Context: an optimization exercise on an open-source flow, tuned for small area. The choices shown serve that exercise and are no tape-out recipe. At most, simulation tests tie the RTL to the original design; equivalence was not proved. No driver is modelled on the clock port, so clocking that relies on it looks cheaper here than on a real chip.

Setup of branch yarrow:
## apb_logi
module apb_logi (input pclk,
                 input reset_n,
                 input [31:0] paddress,
                 input pwrite,
                 input pselx,
                 input penable,
                 input [31:0] pwdata,
                 output reg pslverr,
                 output reg pready,
                 output [31:0] prdata
                 );
==> module apb_logi, before the edit <==
module apb_logi (input pclk,
                 input reset_n,
                 input [31:0] paddress,
                 input pwrite,
                 input pselx,
                 input penable,
                 input [31:0] pwdata,
                 output reg pslverr,
                 output reg pready,
                 output [31:0] prdata
                 );
reg [2:0]  code1;
reg [31:0] wd1;
reg [31:0] rw;
reg [31:0] wo;
reg        wrw, wwo;
reg        srw, swo, saa;
wire adr_ok = ~|{paddress[31:4], paddress[1:0]};
wire refused = (paddress[3] & ~paddress[2] & ~pwrite) |
               (paddress[3] &  paddress[2] &  pwrite);
wire valid = pselx & adr_ok & ~refused;
wire [2:0] code = valid ? {paddress[3:2], pwrite} : 3'b100;
wire first = penable & pselx & (code1 != 3'b111);
wire match = valid & (code1 == code) & (pwdata == wd1);
wire ok = first & match;
always @(posedge pclk) begin
   code1 <= penable ? 3'b111 : code;
   wd1   <= pwdata;
   pready  <= reset_n & first;
   pslverr <= reset_n & first & ~match;
   srw <= ok & (code == 3'b010) & wrw;
   swo <= ok & (code == 3'b000) & wwo;
   saa <= ok & (code == 3'b110);
   if (ok & (code == 3'b011))
      rw <= pwdata;
   if (ok & (code == 3'b101))
      wo <= pwdata;
   if (~reset_n) begin
      wrw <= 1'b0;
      wwo <= 1'b0;
   end else begin
      if (ok & (code == 3'b011))
         wrw <= 1'b1;
      if (ok & (code == 3'b101))
         wwo <= 1'b1;
   end
end
assign prdata = ({32{srw}} & rw) | ({32{swo}} & wo) | ({32{saa}} & 32'h000000AA);
endmodule
==> flow/config.mk <==
export PLATFORM = sky130hd
export DESIGN_NAME = apb_logi
export DESIGN_NICKNAME = apb_logi
export VERILOG_FILES = /design/flow/design.v
export SDC_FILE = /design/flow/constraint.sdc
export NUM_CORES = 4
export LEC_CHECK = 0
export CAP_MARGIN = 20
export CORE_MARGIN = 2
export CORE_UTILIZATION = 40
export SLEW_MARGIN = 20
==> flow/constraint.sdc <==
create_clock -name core_clock -period 5.0 [get_ports {pclk}]
set_input_delay 1.0000 -clock core_clock [delete_from_list [all_inputs] [get_ports {pclk}]]
set_output_delay 1.0000 -clock core_clock [all_outputs]
set_load 0.01 [all_outputs]
standard.sh (not shown) runs the stock make flow with config.mk's settings and CLKGATE_MAP_FILE= SYNTH_SCRIPT=/design/flow/synth_recipe.tcl, a recipe that flattens the netlist after the stock synthesis.
==> flow/flow/run.sh <==
#!/bin/bash
# Standard ORFS layout, except:
#  - synthesis is the standard synthesis with an area-oriented ABC script
#    (flow/abc_area.script) for the combinational logic; registers are untouched;
#  - the ports are buffered with the smallest buffer;
#  - the clock tree is built by flow/clock_tree.tcl instead of ORFS's CTS step.
set -euo pipefail
W=$PWD
cat > $W/area_synth.tcl <<EOT
puts "area_synth: ABC script $W/flow/abc_area.script"
proc abc {args} {
  set i [lsearch \$args -script]
  set args [lreplace \$args \$i [expr {\$i+1}] -script $W/flow/abc_area.script]
  yosys abc {*}\$args
}
source $W/synth_recipe.tcl
EOT
export BUFFER_PORTS_ARGS="-buffer_cell sky130_fd_sc_hd__buf_1"
bash standard.sh SYNTH_SCRIPT=$W/area_synth.tcl place > standard_place.log 2>&1
export RESULTS=$W/orfs/results/sky130hd/apb_logi/base
export CLK_LEAVES=4 CLK_LEAF_BUF=sky130_fd_sc_hd__buf_16 CLK_ROOTS=0 CLK_ROOT_BUF=sky130_fd_sc_hd__buf_8
export CLK_LEAF_SIZES="sky130_fd_sc_hd__buf_16 sky130_fd_sc_hd__buf_12 sky130_fd_sc_hd__buf_8 sky130_fd_sc_hd__buf_6 sky130_fd_sc_hd__buf_4" CLK_SLEW_TARGET=0.115
export CELL_PAD=0
openroad -no_init -exit $W/flow/clock_tree.tcl > clock_tree.log 2>&1
cp $RESULTS/3_place.sdc $RESULTS/4_cts.sdc
bash standard.sh SYNTH_SCRIPT=$W/area_synth.tcl finish > standard_finish.log 2>&1
Other scripts of this flow, unchanged in this note and not shown: flow/flow/abc_area.script, flow/flow/clock_tree.tcl
branch yarrow went all the way through the flow, and no timing, DRC or antenna check failed.
Setup changes, branch yarrow to branch garnet
==> flow/design.v <==
module apb_logi (input pclk,
                 input reset_n,
                 input [31:0] paddress,
                 input pwrite,
                 input pselx,
                 input penable,
                 input [31:0] pwdata,
                 output reg pslverr,
                 output reg pready,
                 output [31:0] prdata
                 );
reg [3:0]  st;
reg [31:0] wd1;
reg [31:0] rw;
reg [31:0] wo;
reg        wrw, wwo;
wire adr_ok = ~|{paddress[31:4], paddress[1:0]};
wire refused = (paddress[3] & ~paddress[2] & ~pwrite) |
               (paddress[3] &  paddress[2] &  pwrite);
wire valid = pselx & adr_ok & ~refused;
wire [2:0] code = valid ? {paddress[3:2], pwrite} : 3'b100;
wire first = penable & pselx & ~st[3];
wire match = valid & (st[2:0] == code) & (pwdata == wd1);
wire ok = first & match;
wire [2:0] sel = {ok & (code == 3'b110),
                  ok & (code == 3'b000) & wwo,
                  ok & (code == 3'b010) & wrw};
always @(posedge pclk) begin
   st  <= penable ? {1'b1, sel} : {1'b0, code};
   wd1 <= pwdata;
   pready  <= reset_n & first;
   pslverr <= reset_n & first & ~match;
   if (ok & (code == 3'b011))
      rw <= pwdata;
   if (ok & (code == 3'b101))
      wo <= pwdata;
   if (~reset_n) begin
      wrw <= 1'b0;
      wwo <= 1'b0;
   end else begin
      if (ok & (code == 3'b011))
         wrw <= 1'b1;
      if (ok & (code == 3'b101))
         wwo <= 1'b1;
   end
end
assign prdata = ({32{st[0]}} & rw) | ({32{st[1]}} & wo) | ({32{st[2]}} & 32'h000000AA);
endmodule
Notes after the runs:
Cell count after placement: branch garnet vs branch yarrow down about 0.9%. Result: PASS for each of branch garnet and branch yarrow. branch garnet vs. branch yarrow: final setup TNS now sits at about the same level; met1 global-route usage now sits higher. sky130_fd_sc_hd__nor3_1 as the cell with the largest stage delay on the worst path was reported by branch yarrow, and sky130_fd_sc_hd__and3_2 by branch garnet. branch garnet against branch yarrow: final critical delay including setup and external delays picked up an extra 0.32 ns, cell count lost 4, count of fill cells added during filler insertion lost about 0.8%.
Function not checked in branch yarrow: the RTL went through the layout flow alone.

[what the ideal ports hide]
Ports are ideal in the flow. The routed layouts listed here were re-timed in OpenROAD. Step 1 sets driving cells, clkbuf_16 on the clock port and buf_2 on the other inputs (assumed; they add their load-dependent delay and slew). Step 2 times the ports against the registers' clock, not the clock port: input delays grow and output delays shrink by t, the midpoint of the rising clock arrivals with the driver on. Three values: ideal, step 1, step 2; two values: the first two.
| run | t, ns | slack for setup (ns) | hold slack, ns | worst register clock-pin slew, ns |
|---|---|---|---|---|
| branch yarrow | 0.220 | 1.554 / 1.620 / 1.400 | 0.478 / 0.478 / 0.478 | 0.11 / 0.11 |
| branch garnet | 0.216 | 1.237 / 1.284 / 1.068 | 0.475 / 0.475 / 0.475 | 0.11 / 0.11 |
After both steps setup and hold are still met in every run listed. For branch garnet, which loses most, drivers alone change the setup slack by +0.047 ns; drivers and shift together by -0.169 ns.
